Background: an optimization exercise with open tools, aiming at small area, a short achievable clock period and few clock cycles. Do not read the settings as production practice.
Function was checked by simulation only, so behaviour that the tests miss may differ from the original.
Power is estimated from default activity; no workload was simulated.

==> v16: inputs <==
Design m1, start of the top module:
module m1(
input logic Clock,
input logic StartBit,
input logic Resetn,
input logic [15:0] ReadData,
output logic [15:0] WriteData,
output logic [17:0] SRAM_Address,
output logic Wen,
output logic StopBit
);
clock: 12.0 ns
lec_check: 0
cap_margin: 20
core_margin: 2
core_utilization: 40
cts_buf_list: sky130_fd_sc_hd__clkbuf_16
cts_cluster_diameter: 90
cts_cluster_size: 22
slew_margin: 20
standard.sh (not shown) runs the stock make flow with config.mk's settings and CLKGATE_MAP_FILE= SYNTH_SCRIPT=/design/flow/synth_recipe.tcl, a recipe that flattens the netlist after the stock synthesis.
==> flow/flow/run.sh <==
#!/bin/bash
# Standard synthesis, then the standard layout with stronger port buffers
# and timing repair aimed below the design's clock period.
set -euo pipefail
bash standard.sh synth > synth.log 2>&1
bash standard.sh "BUFFER_PORTS_ARGS=-buffer_cell sky130_fd_sc_hd__buf_4" "SETUP_SLACK_MARGIN=8.4" finish > layout.log 2>&1
==> v6: changes against v16 <==
--- a/flow/design.v
+++ b/flow/design.v
@@ -12,69 +12,70 @@
 );
 localparam logic [17:0] U_BASE   = 18'd38400;
 localparam logic [17:0] V_BASE   = 18'd57600;
 localparam logic [17:0] RGB_BASE = 18'd146944;
 logic        run;
 logic [4:0]  p;        
 logic [15:0] S;        
-logic [7:0]  col;      
+logic [2:0]  m5;       
 logic [17:0] Wa;       
 logic        w5, w6;   
 logic        wr;       
 logic        f0, f1, f157, f158, f159, quirk;    
-logic        start;    
+logic        last;     
 assign Wen = ~wr;
 always_ff @(posedge Clock or negedge Resetn) begin
 	if (~Resetn) begin
 		run <= 1'b0;
-		start <= 1'b0;
 		p <= 5'b00001;
 		S <= 16'd0;
-		col <= 8'd156;
+		m5 <= 3'd0;
 		Wa <= RGB_BASE;
 		w5 <= 1'b0;
 		w6 <= 1'b0;
 		f0 <= 1'b0;
 		f1 <= 1'b0;
 		f157 <= 1'b0;
 		f158 <= 1'b0;
 		f159 <= 1'b0;
 		quirk <= 1'b0;
 		SRAM_Address <= 18'd0;
 		wr <= 1'b0;
+		last <= 1'b0;
 		StopBit <= 1'b0;
 	end else if (~run) begin
-		start <= StartBit;
-		if (start && ~StopBit) begin
+		if (StartBit && p[0]) begin
 			run <= 1'b1;
 			SRAM_Address <= U_BASE;
 		end
 	end else begin
 		p <= {p[3:0], p[4]};
 		wr <= 1'b0;
 		if (p[0] | p[2] | p[3]) begin
 			SRAM_Address <= Wa;
 			if (p[0] ? w6 : w5) begin
 				wr <= 1'b1;
 				Wa <= Wa + 18'd1;
 			end
+			if (p[0] & w6 & (&Wa)) last <= 1'b1;
 		end
 		if (p[1]) begin
 			SRAM_Address <= {2'b00, S - 16'd4};
-			if (wr && (&SRAM_Address)) begin
+			if (last) begin
 				StopBit <= 1'b1;
 				run <= 1'b0;
+				p <= 5'b00000;
 			end
 		end
 		if (p[4]) begin
 			S <= S + 16'd1;
-			col <= f159 ? 8'd0 : col + 8'd1;
+			m5 <= (m5 == 3'd4) ? 3'd0 : m5 + 3'd1;
 			f0 <= f159;
 			f1 <= f0;
-			f157 <= (col == 8'd156);
+			f157 <= (S[4:0] == 5'd0) && (m5 == 3'd0);    
 			f158 <= f157;
 			f159 <= f158;
 			quirk <= (S == 16'd5);
 			if (S == 16'd4) w5 <= 1'b1;
 			if (S == 16'd5) w6 <= 1'b1;
 			SRAM_Address <= (S[0] ? U_BASE + 18'd1 : V_BASE) + {3'b000, S[15:1]};
 		end
@@ -95,17 +96,19 @@
 	if (ins) begin
 		ur[0] <= S[0] ? upend[15:8] : upend[7:0];
 		vr[0] <= S[0] ? ReadData[15:8] : vpend;
 	end
 	if (ins & ~S[0]) upend <= ReadData;
 	if (ins & S[0]) vpend <= ReadData[7:0];
 end
+logic usel;
+always_ff @(posedge Clock) usel <= p[2];
 logic [7:0] w [0:5];
 always_comb begin
-	if (p[3]) for (int k = 0; k < 6; k++) w[k] = ur[5-k];
+	if (usel) for (int k = 0; k < 6; k++) w[k] = ur[5-k];
 	else      for (int k = 0; k < 6; k++) w[k] = vr[(10-k) % 6];
 end
 logic [7:0] a1, b1, a2, b2, a3, b3;
 always_comb begin
 	a1 = w[2];
 	b1 = f159 ? w[2] : w[3];
 	a2 = f0 ? w[2] : w[1];
@@ -129,42 +132,44 @@
 	yb <= p[4] ? ReadData[15:8] : yl;
 	if (p[4]) yl <= ReadData[7:0];
 end
 wire [7:0] ue = ur[1];
 wire [7:0] ve = vr[1];
 wire [8:0] eu = {ue[7], ~ue[7], ue[6:0]};
 wire [8:0] ev = {ve[7], ~ve[7], ve[6:0]};
-wire [8:0] xu = p[0] ? eu : uo;
+logic esel;
+always_ff @(posedge Clock) esel <= p[4];
+wire [8:0] xu = esel ? eu : uo;
 wire [22:0] xt;
 m1_yterm u_yterm(.Y(yb), .T(xt));
 logic [22:0] pt;
 logic [8:0] pu, pv;
 logic [10:0] pu3, pv3;
 always_ff @(posedge Clock) begin
 	pt <= xt;
 	pu <= xu;
 	pu3 <= {xu, 1'b0} + {2'b00, xu};
-	if (p[0]) begin
+	if (esel) begin
 		pv <= ev;
 		pv3 <= {ev, 1'b0} + {2'b00, ev};
 	end else begin
 		pv <= io;
 		pv3 <= io3;
 	end
 end
 wire [7:0] rr, gg, bb;
 m1_pix u_pix(.Clock(Clock), .T(pt), .U(pu), .U3(pu3), .V(pv), .V3(pv3), .R(rr), .G(gg), .B(bb));
 logic [7:0]  bh;
 logic [15:0] gbh;
 always_ff @(posedge Clock) begin
 	bh <= bb;
-	gbh <= {gg, bb};
+	if (p[3]) gbh <= {gg, bb};
 	if (p[2])      WriteData <= {rr, gg};
 	else if (p[3]) WriteData <= {bh, rr};
-	else if (p[4]) WriteData <= gbh;
+	else           WriteData <= gbh;
 end
 endmodule
 module m1_yterm(
 input logic [7:0] Y,
 output logic [24:2] T
 );
 wire yt_1 = Y[0] ^ Y[3];
@@ -319,24 +324,26 @@
 wire r_86 = (T[23] & V3[8]) | (T[23] & r_46) | (V3[8] & r_46);
 wire r_87 = T[24] ^ V3[9];
 wire r_88 = T[24] & V3[9];
 wire r_89 = ~1'b0 ^ V3[10];
 wire r_90 = ~1'b0 & V3[10];
 wire [26:0] r_a = {r_90, r_88, r_86, r_84, r_82, r_80, r_78, r_76, r_74, r_72, r_70, r_68, r_66, r_64, r_62, r_60, r_58, r_56, r_54, r_52, r_50, r_48, r_47, T[3], T[2], V3[1], V3[0]};
 wire [26:0] r_b = {~1'b0, r_89, r_87, r_85, r_83, r_81, r_79, r_77, r_75, r_73, r_71, r_69, r_67, r_65, r_63, r_61, r_59, r_57, r_55, r_53, r_51, r_49, V3[4], V3[3], V3[2], 1'b0, 1'b0};
-wire [16:0] r_lo = {1'b0, r_a[15:0]} + {1'b0, r_b[15:0]};
-logic [26:16] r_ha, r_hb;
+wire [20:0] r_lo = {1'b0, r_a[19:0]} + {1'b0, r_b[19:0]};
+logic [26:20] r_ha, r_hb;
 logic r_c;
+logic [19:16] r_l;
 always_ff @(posedge Clock) begin
-	r_ha <= r_a[26:16];
-	r_hb <= r_b[26:16];
-	r_c <= r_lo[16];
+	r_ha <= r_a[26:20];
+	r_hb <= r_b[26:20];
+	r_c <= r_lo[20];
+	r_l <= r_lo[19:16];
 end
-wire [26:16] r_s = r_ha + r_hb + {{(10){1'b0}}, r_c};
-wire [26:16] r_f = r_s;
+wire [26:20] r_s = r_ha + r_hb + {{(6){1'b0}}, r_c};
+wire [26:16] r_f = {r_s, r_l};
 assign R = r_f[26] ? 8'd0 : (|r_f[25:24]) ? 8'd255 : r_f[23:16];
 wire g_1 = ~1'b0 ^ ~U3[2];
 wire g_2 = ~1'b0 & ~U3[2];
 wire g_3 = 1'b0 ^ U3[3] ^ V[1];
 wire g_4 = (1'b0 & U3[3]) | (1'b0 & V[1]) | (U3[3] & V[1]);
 wire g_5 = ~U3[4] ^ ~V[2];
 wire g_6 = ~U3[4] & ~V[2];
@@ -577,24 +584,26 @@
 wire b_86 = (~1'b0 & T[22]) | (~1'b0 & U[5]) | (T[22] & U[5]);
 wire b_87 = ~1'b0 ^ T[23] ^ U[6];
 wire b_88 = (~1'b0 & T[23]) | (~1'b0 & U[6]) | (T[23] & U[6]);
 wire b_89 = ~1'b0 ^ T[24] ^ U[7];
 wire b_90 = (~1'b0 & T[24]) | (~1'b0 & U[7]) | (T[24] & U[7]);
 wire [26:0] b_a = {~1'b0, b_90, b_88, b_86, b_84, b_82, b_80, b_78, b_76, b_74, b_72, b_70, b_68, b_66, b_64, b_62, b_60, b_58, b_56, b_54, b_52, b_50, b_48, b_47, T[2], U3[1], U3[0]};
 wire [26:0] b_b = {1'b0, U[8], b_89, b_87, b_85, b_83, b_81, b_79, b_77, b_75, b_73, b_71, b_69, b_67, b_65, b_63, b_61, b_59, b_57, b_55, b_53, b_51, b_49, U3[3], U3[2], 1'b0, 1'b0};
-wire [16:0] b_lo = {1'b0, b_a[15:0]} + {1'b0, b_b[15:0]};
-logic [26:16] b_ha, b_hb;
+wire [20:0] b_lo = {1'b0, b_a[19:0]} + {1'b0, b_b[19:0]};
+logic [26:20] b_ha, b_hb;
 logic b_c;
+logic [19:16] b_l;
 always_ff @(posedge Clock) begin
-	b_ha <= b_a[26:16];
-	b_hb <= b_b[26:16];
-	b_c <= b_lo[16];
+	b_ha <= b_a[26:20];
+	b_hb <= b_b[26:20];
+	b_c <= b_lo[20];
+	b_l <= b_lo[19:16];
 end
-wire [26:16] b_s = b_ha + b_hb + {{(10){1'b0}}, b_c};
-wire [26:16] b_f = b_s;
+wire [26:20] b_s = b_ha + b_hb + {{(6){1'b0}}, b_c};
+wire [26:16] b_f = {b_s, b_l};
 assign B = b_f[26] ? 8'd0 : (|b_f[25:24]) ? 8'd255 : b_f[23:16];
 endmodule
 module m1_interp(
 input logic Clock,
 input logic [8:0] s1,
 input logic [8:0] s2,
 input logic [8:0] s3,
@@ -745,22 +754,22 @@
 wire ip_142 = (ip_82 & ip_109) | (ip_82 & ip_108) | (ip_109 & ip_108);
 wire ip_143 = ~1'b0 ^ ip_111 ^ ip_110;
 wire ip_144 = (~1'b0 & ip_111) | (~1'b0 & ip_110) | (ip_111 & ip_110);
 wire ip_145 = ~1'b0 ^ ip_112;
 wire ip_146 = ~1'b0 & ip_112;
 wire [16:0] ip_a = {ip_144, ip_142, ip_140, ip_138, ip_136, ip_134, ~ip_132, ~ip_130, ip_128, ~ip_126, ip_124, ip_122, ip_120, ip_118, ip_116, ip_114, ip_113};
 wire [16:0] ip_b = {ip_145, ip_143, ip_141, ip_139, ip_137, ip_135, ip_133, ~ip_131, ~ip_129, ip_127, ~ip_125, ip_123, ip_121, ip_119, ip_117, ip_115, s3[0]};
-wire [11:0] ip_lo = {1'b0, ip_a[10:0]} + {1'b0, ip_b[10:0]};
-logic [16:11] ip_ha, ip_hb;
+wire [10:0] ip_lo = {1'b0, ip_a[9:0]} + {1'b0, ip_b[9:0]};
+logic [16:10] ip_ha, ip_hb;
 logic ip_c;
-logic [10:8] ip_l;
+logic [9:8] ip_l;
 always_ff @(posedge Clock) begin
-	ip_ha <= ip_a[16:11];
-	ip_hb <= ip_b[16:11];
-	ip_c <= ip_lo[11];
-	ip_l <= ip_lo[10:8];
+	ip_ha <= ip_a[16:10];
+	ip_hb <= ip_b[16:10];
+	ip_c <= ip_lo[10];
+	ip_l <= ip_lo[9:8];
 end
-wire [16:11] ip_s = ip_ha + ip_hb + {{(5){1'b0}}, ip_c};
+wire [16:10] ip_s = ip_ha + ip_hb + {{(6){1'b0}}, ip_c};
 wire [16:8] ip_f = {ip_s, ip_l};
 assign o = ip_f;
 assign o3 = {o, 1'b0} + {2'b00, o};
 endmodule
==> flow/flow/run.sh (replaced) <==
#!/bin/bash
# Standard synthesis, then the standard layout with stronger port buffers,
# a clock tree with a strong root buffer and larger sink clusters, and
# timing repair aimed below the design's clock period. Each make run's
# full output goes to its own log here; ORFS keeps per-step logs in orfs/logs.
set -euo pipefail
bash standard.sh synth > synth.log 2>&1
bash standard.sh "BUFFER_PORTS_ARGS=-buffer_cell sky130_fd_sc_hd__buf_4" "SETUP_SLACK_MARGIN=8.5" \
  "CTS_ARGS=-sink_clustering_enable -repair_clock_nets -buf_list sky130_fd_sc_hd__clkbuf_16 -root_buf sky130_fd_sc_hd__clkbuf_16 -sink_clustering_size 26 -sink_clustering_max_diameter 150" \
  finish > layout.log 2>&1
- CORE_UTILIZATION: 40 -> 60
- CTS_BUF_LIST: sky130_fd_sc_hd__clkbuf_16 -> unset
- CTS_CLUSTER_DIAMETER: 90 -> unset
- CTS_CLUSTER_SIZE: 22 -> unset
==> v23: changes against v16 <==
--- a/flow/design.v
+++ b/flow/design.v
@@ -12,69 +12,70 @@
 );
 localparam logic [17:0] U_BASE   = 18'd38400;
 localparam logic [17:0] V_BASE   = 18'd57600;
 localparam logic [17:0] RGB_BASE = 18'd146944;
 logic        run;
 logic [4:0]  p;        
 logic [15:0] S;        
-logic [7:0]  col;      
-logic [17:0] Wa;       
+logic [2:0]  m5;       
+logic [16:0] Wa;       
 logic        w5, w6;   
 logic        wr;       
 logic        f0, f1, f157, f158, f159, quirk;    
-logic        start;    
+logic        last;     
 assign Wen = ~wr;
 always_ff @(posedge Clock or negedge Resetn) begin
 	if (~Resetn) begin
 		run <= 1'b0;
-		start <= 1'b0;
 		p <= 5'b00001;
 		S <= 16'd0;
-		col <= 8'd156;
-		Wa <= RGB_BASE;
+		m5 <= 3'd0;
+		Wa <= RGB_BASE[16:0];
 		w5 <= 1'b0;
 		w6 <= 1'b0;
 		f0 <= 1'b0;
 		f1 <= 1'b0;
 		f157 <= 1'b0;
 		f158 <= 1'b0;
 		f159 <= 1'b0;
 		quirk <= 1'b0;
 		SRAM_Address <= 18'd0;
 		wr <= 1'b0;
+		last <= 1'b0;
 		StopBit <= 1'b0;
 	end else if (~run) begin
-		start <= StartBit;
-		if (start && ~StopBit) begin
+		if (StartBit && p[0]) begin
 			run <= 1'b1;
 			SRAM_Address <= U_BASE;
 		end
 	end else begin
 		p <= {p[3:0], p[4]};
 		wr <= 1'b0;
 		if (p[0] | p[2] | p[3]) begin
-			SRAM_Address <= Wa;
+			SRAM_Address <= {1'b1, Wa};
 			if (p[0] ? w6 : w5) begin
 				wr <= 1'b1;
-				Wa <= Wa + 18'd1;
+				Wa <= Wa + 17'd1;
 			end
+			if (p[0] & w6 & (&Wa)) last <= 1'b1;
 		end
 		if (p[1]) begin
 			SRAM_Address <= {2'b00, S - 16'd4};
-			if (wr && (&SRAM_Address)) begin
+			if (last) begin
 				StopBit <= 1'b1;
 				run <= 1'b0;
+				p <= 5'b00000;
 			end
 		end
 		if (p[4]) begin
 			S <= S + 16'd1;
-			col <= f159 ? 8'd0 : col + 8'd1;
+			m5 <= (m5 == 3'd4) ? 3'd0 : m5 + 3'd1;
 			f0 <= f159;
 			f1 <= f0;
-			f157 <= (col == 8'd156);
+			f157 <= (S[4:0] == 5'd0) && (m5 == 3'd0);    
 			f158 <= f157;
 			f159 <= f158;
 			quirk <= (S == 16'd5);
 			if (S == 16'd4) w5 <= 1'b1;
 			if (S == 16'd5) w6 <= 1'b1;
 			SRAM_Address <= (S[0] ? U_BASE + 18'd1 : V_BASE) + {3'b000, S[15:1]};
 		end
@@ -95,17 +96,19 @@
 	if (ins) begin
 		ur[0] <= S[0] ? upend[15:8] : upend[7:0];
 		vr[0] <= S[0] ? ReadData[15:8] : vpend;
 	end
 	if (ins & ~S[0]) upend <= ReadData;
 	if (ins & S[0]) vpend <= ReadData[7:0];
 end
+logic usel;
+always_ff @(posedge Clock) usel <= p[2];
 logic [7:0] w [0:5];
 always_comb begin
-	if (p[3]) for (int k = 0; k < 6; k++) w[k] = ur[5-k];
+	if (usel) for (int k = 0; k < 6; k++) w[k] = ur[5-k];
 	else      for (int k = 0; k < 6; k++) w[k] = vr[(10-k) % 6];
 end
 logic [7:0] a1, b1, a2, b2, a3, b3;
 always_comb begin
 	a1 = w[2];
 	b1 = f159 ? w[2] : w[3];
 	a2 = f0 ? w[2] : w[1];
@@ -123,48 +126,50 @@
 wire [10:0] io3;
 m1_interp u_interp(.Clock(Clock), .s1(s1), .s2(s2), .s3(s3), .o(io), .o3(io3));
 logic [8:0] uo;     
 always_ff @(posedge Clock) uo <= io;
 logic [7:0] yb, yl;
 always_ff @(posedge Clock) begin
 	yb <= p[4] ? ReadData[15:8] : yl;
-	if (p[4]) yl <= ReadData[7:0];
+	yl <= ReadData[7:0];    
 end
 wire [7:0] ue = ur[1];
 wire [7:0] ve = vr[1];
 wire [8:0] eu = {ue[7], ~ue[7], ue[6:0]};
 wire [8:0] ev = {ve[7], ~ve[7], ve[6:0]};
-wire [8:0] xu = p[0] ? eu : uo;
+logic esel;
+always_ff @(posedge Clock) esel <= p[4];
+wire [8:0] xu = esel ? eu : uo;
 wire [22:0] xt;
 m1_yterm u_yterm(.Y(yb), .T(xt));
 logic [22:0] pt;
 logic [8:0] pu, pv;
 logic [10:0] pu3, pv3;
 always_ff @(posedge Clock) begin
 	pt <= xt;
 	pu <= xu;
 	pu3 <= {xu, 1'b0} + {2'b00, xu};
-	if (p[0]) begin
+	if (esel) begin
 		pv <= ev;
 		pv3 <= {ev, 1'b0} + {2'b00, ev};
 	end else begin
 		pv <= io;
 		pv3 <= io3;
 	end
 end
 wire [7:0] rr, gg, bb;
 m1_pix u_pix(.Clock(Clock), .T(pt), .U(pu), .U3(pu3), .V(pv), .V3(pv3), .R(rr), .G(gg), .B(bb));
 logic [7:0]  bh;
 logic [15:0] gbh;
 always_ff @(posedge Clock) begin
 	bh <= bb;
-	gbh <= {gg, bb};
+	if (p[3]) gbh <= {gg, bb};
 	if (p[2])      WriteData <= {rr, gg};
 	else if (p[3]) WriteData <= {bh, rr};
-	else if (p[4]) WriteData <= gbh;
+	else           WriteData <= gbh;
 end
 endmodule
 module m1_yterm(
 input logic [7:0] Y,
 output logic [24:2] T
 );
 wire yt_1 = Y[0] ^ Y[3];
@@ -319,24 +324,26 @@
 wire r_86 = (T[23] & V3[8]) | (T[23] & r_46) | (V3[8] & r_46);
 wire r_87 = T[24] ^ V3[9];
 wire r_88 = T[24] & V3[9];
 wire r_89 = ~1'b0 ^ V3[10];
 wire r_90 = ~1'b0 & V3[10];
 wire [26:0] r_a = {r_90, r_88, r_86, r_84, r_82, r_80, r_78, r_76, r_74, r_72, r_70, r_68, r_66, r_64, r_62, r_60, r_58, r_56, r_54, r_52, r_50, r_48, r_47, T[3], T[2], V3[1], V3[0]};
 wire [26:0] r_b = {~1'b0, r_89, r_87, r_85, r_83, r_81, r_79, r_77, r_75, r_73, r_71, r_69, r_67, r_65, r_63, r_61, r_59, r_57, r_55, r_53, r_51, r_49, V3[4], V3[3], V3[2], 1'b0, 1'b0};
-wire [16:0] r_lo = {1'b0, r_a[15:0]} + {1'b0, r_b[15:0]};
-logic [26:16] r_ha, r_hb;
+wire [20:0] r_lo = {1'b0, r_a[19:0]} + {1'b0, r_b[19:0]};
+logic [26:20] r_ha, r_hb;
 logic r_c;
+logic [19:16] r_l;
 always_ff @(posedge Clock) begin
-	r_ha <= r_a[26:16];
-	r_hb <= r_b[26:16];
-	r_c <= r_lo[16];
+	r_ha <= r_a[26:20];
+	r_hb <= r_b[26:20];
+	r_c <= r_lo[20];
+	r_l <= r_lo[19:16];
 end
-wire [26:16] r_s = r_ha + r_hb + {{(10){1'b0}}, r_c};
-wire [26:16] r_f = r_s;
+wire [26:20] r_s = r_ha + r_hb + {{(6){1'b0}}, r_c};
+wire [26:16] r_f = {r_s, r_l};
 assign R = r_f[26] ? 8'd0 : (|r_f[25:24]) ? 8'd255 : r_f[23:16];
 wire g_1 = ~1'b0 ^ ~U3[2];
 wire g_2 = ~1'b0 & ~U3[2];
 wire g_3 = 1'b0 ^ U3[3] ^ V[1];
 wire g_4 = (1'b0 & U3[3]) | (1'b0 & V[1]) | (U3[3] & V[1]);
 wire g_5 = ~U3[4] ^ ~V[2];
 wire g_6 = ~U3[4] & ~V[2];
@@ -577,24 +584,26 @@
 wire b_86 = (~1'b0 & T[22]) | (~1'b0 & U[5]) | (T[22] & U[5]);
 wire b_87 = ~1'b0 ^ T[23] ^ U[6];
 wire b_88 = (~1'b0 & T[23]) | (~1'b0 & U[6]) | (T[23] & U[6]);
 wire b_89 = ~1'b0 ^ T[24] ^ U[7];
 wire b_90 = (~1'b0 & T[24]) | (~1'b0 & U[7]) | (T[24] & U[7]);
 wire [26:0] b_a = {~1'b0, b_90, b_88, b_86, b_84, b_82, b_80, b_78, b_76, b_74, b_72, b_70, b_68, b_66, b_64, b_62, b_60, b_58, b_56, b_54, b_52, b_50, b_48, b_47, T[2], U3[1], U3[0]};
 wire [26:0] b_b = {1'b0, U[8], b_89, b_87, b_85, b_83, b_81, b_79, b_77, b_75, b_73, b_71, b_69, b_67, b_65, b_63, b_61, b_59, b_57, b_55, b_53, b_51, b_49, U3[3], U3[2], 1'b0, 1'b0};
-wire [16:0] b_lo = {1'b0, b_a[15:0]} + {1'b0, b_b[15:0]};
-logic [26:16] b_ha, b_hb;
+wire [20:0] b_lo = {1'b0, b_a[19:0]} + {1'b0, b_b[19:0]};
+logic [26:20] b_ha, b_hb;
 logic b_c;
+logic [19:16] b_l;
 always_ff @(posedge Clock) begin
-	b_ha <= b_a[26:16];
-	b_hb <= b_b[26:16];
-	b_c <= b_lo[16];
+	b_ha <= b_a[26:20];
+	b_hb <= b_b[26:20];
+	b_c <= b_lo[20];
+	b_l <= b_lo[19:16];
 end
-wire [26:16] b_s = b_ha + b_hb + {{(10){1'b0}}, b_c};
-wire [26:16] b_f = b_s;
+wire [26:20] b_s = b_ha + b_hb + {{(6){1'b0}}, b_c};
+wire [26:16] b_f = {b_s, b_l};
 assign B = b_f[26] ? 8'd0 : (|b_f[25:24]) ? 8'd255 : b_f[23:16];
 endmodule
 module m1_interp(
 input logic Clock,
 input logic [8:0] s1,
 input logic [8:0] s2,
 input logic [8:0] s3,
@@ -745,22 +754,22 @@
 wire ip_142 = (ip_82 & ip_109) | (ip_82 & ip_108) | (ip_109 & ip_108);
 wire ip_143 = ~1'b0 ^ ip_111 ^ ip_110;
 wire ip_144 = (~1'b0 & ip_111) | (~1'b0 & ip_110) | (ip_111 & ip_110);
 wire ip_145 = ~1'b0 ^ ip_112;
 wire ip_146 = ~1'b0 & ip_112;
 wire [16:0] ip_a = {ip_144, ip_142, ip_140, ip_138, ip_136, ip_134, ~ip_132, ~ip_130, ip_128, ~ip_126, ip_124, ip_122, ip_120, ip_118, ip_116, ip_114, ip_113};
 wire [16:0] ip_b = {ip_145, ip_143, ip_141, ip_139, ip_137, ip_135, ip_133, ~ip_131, ~ip_129, ip_127, ~ip_125, ip_123, ip_121, ip_119, ip_117, ip_115, s3[0]};
-wire [11:0] ip_lo = {1'b0, ip_a[10:0]} + {1'b0, ip_b[10:0]};
-logic [16:11] ip_ha, ip_hb;
+wire [10:0] ip_lo = {1'b0, ip_a[9:0]} + {1'b0, ip_b[9:0]};
+logic [16:10] ip_ha, ip_hb;
 logic ip_c;
-logic [10:8] ip_l;
+logic [9:8] ip_l;
 always_ff @(posedge Clock) begin
-	ip_ha <= ip_a[16:11];
-	ip_hb <= ip_b[16:11];
-	ip_c <= ip_lo[11];
-	ip_l <= ip_lo[10:8];
+	ip_ha <= ip_a[16:10];
+	ip_hb <= ip_b[16:10];
+	ip_c <= ip_lo[10];
+	ip_l <= ip_lo[9:8];
 end
-wire [16:11] ip_s = ip_ha + ip_hb + {{(5){1'b0}}, ip_c};
+wire [16:10] ip_s = ip_ha + ip_hb + {{(6){1'b0}}, ip_c};
 wire [16:8] ip_f = {ip_s, ip_l};
 assign o = ip_f;
 assign o3 = {o, 1'b0} + {2'b00, o};
 endmodule
==> flow/flow/run.sh (replaced) <==
#!/bin/bash
# Standard synthesis, then the standard layout with stronger port buffers,
# a clock tree with a strong root buffer and larger sink clusters, and
# timing repair aimed below the design's clock period. Each make run's
# full output goes to its own log here; ORFS keeps per-step logs in orfs/logs.
set -euo pipefail
bash standard.sh synth > synth.log 2>&1
bash standard.sh "BUFFER_PORTS_ARGS=-buffer_cell sky130_fd_sc_hd__buf_4" "SETUP_SLACK_MARGIN=8.3" \
  "CTS_ARGS=-sink_clustering_enable -repair_clock_nets -buf_list sky130_fd_sc_hd__clkbuf_16 -root_buf sky130_fd_sc_hd__clkbuf_16 -sink_clustering_size 26 -sink_clustering_max_diameter 150" \
  finish > layout.log 2>&1
- CORE_UTILIZATION: 40 -> 60
- CTS_BUF_LIST: sky130_fd_sc_hd__clkbuf_16 -> unset
- CTS_CLUSTER_DIAMETER: 90 -> unset
- CTS_CLUSTER_SIZE: 22 -> unset
==> comparison <==
v6 completed without violations. v16 produced a clean layout. v23 ran to the end with no violations.
Of v23 and v6, v6 has the higher setup slack (gap 63 ps).
The lowest fmax belongs to v16, the highest to v6.
Of v6 and v23, v6 has the higher flip-flop and latch count (gap 1).
Via count: v6 < v16 < v23.
Cell area: v16 > v6 > v23.
Against v23, the clock skew of v16 is higher by 2.0 ps.
The lowest synthesized area belongs to v6, the highest to v16.
In critical path depth, v6 and v16 do not differ.
Of v6 and v23, v6 has the higher count of clock-buffer cells in the layout (gap 1).
Clock power, lowest first: v23, v6, v16.
Wire length: v23 < v6 < v16.
==> figures <==
Total power per unit cell area: v6 84.9 nW/um2; v23 146 nW/um2; v16 88.1 nW/um2
Count of non-CTS buffers in the layout: v6 88; v23 66; v16 73
Via Count: v6 16.0k; v23 16.4k; v16 16.3k
Reg-to-reg slack, setup: v6 8610 ps; v23 8500 ps; v16 8500 ps
Compound-gate portion of the synthesized area: v6 10.4%; v23 11.3%; v16 10.7%
Outcome: v6 timing/DRC/antenna clean; v23 timing/DRC/antenna clean; v16 timing/DRC/antenna clean
Placed Instances: v6 2,868; v23 2,926; v16 3,164
Fraction of final layout cells sized beyond drive strength 1: v6 9.38%; v23 6.71%; v16 8.09%
Detailed-placement wirelength estimate: v6 45,100 um; v23 45,400 um; v16 47,600 um
Hold path startpoint: v6 vr[2][0]; v23 vr[2][0]; v16 vr[5][2]
Synthesized Nets: v6 2,770; v23 2,834; v16 2,816
Die extent in x: v6 204 um; v23 206 um; v16 252 um
Worst slew slack as a fraction of its limit: v6 31.6%; v23 37.5%; v16 27.1%
Register Area: v6 9290 um2; v23 9150 um2; v16 9340 um2
Die area: v6 41,800 um2; v23 42,300 um2; v16 63,400 um2
PostCTS Resize Cnt: v6 26; v23 1; v16 21
Total Wirelength: v6 56,300 um; v23 56,200 um; v16 59,700 um
Post-route fraction of the period consumed by the critical path: v6 29.2%; v23 29.8%; v16 30.3%
Layout Utilization: v6 65.5%; v23 65.0%; v16 44.2%
Peak per-stage delay on the critical path: v6 430 ps; v23 440 ps; v16 480 ps
Post-synth EDFFs: v6 48; v23 40; v16 48
Final instance area: v6 26,000 um2; v23 25,900 um2; v16 26,700 um2
Fraction of met2 tracks used by global routing: v6 44.3%; v23 47.3%; v16 34.3%
Testbench counts of v16, summed over its fixed seeds: cycles 1,152,174.
Testbench counts of v6, summed over its fixed seeds: cycles 1,152,168.
Testbench counts of v23, summed over its fixed seeds: cycles 1,152,168.

-- static timing again, ports no longer ideal --
Ports are ideal in the flow. The routed layouts listed here were re-timed in OpenROAD. Step 1 assumes that a clkbuf_16 drives the clock port and a buf_2 every other input. Step 2 adds t to the input delays and takes it off the output delays; t is the mean of the earliest and latest rising clock arrival at the registers after step 1. Input paths then give back, and output paths get back, about the clock's delay inside the block. Slacks: ideal ports / drivers / drivers and shift; pairs: ideal ports / drivers.
| run | t (ns) | slack for setup (ns) | worst setup path at the end | worst data-port slew with drivers (ns) | pins driven straight from the clock port |
|---|---|---|---|---|---|
| v16 | 0.647 | 8.362 / 8.299 / 8.502 | register to register | 0.06 | 1 |
| v6 | 0.593 | 8.491 / 8.434 / 8.468 | input to register | 0.04 | 1 |
| v23 | 0.609 | 8.428 / 8.370 / 8.322 | input to register | 0.07 | 1 |
After both steps setup and hold are still met in every run listed. For v23, which loses most, drivers alone change the setup slack by -0.058 ns; drivers and shift together by -0.106 ns.
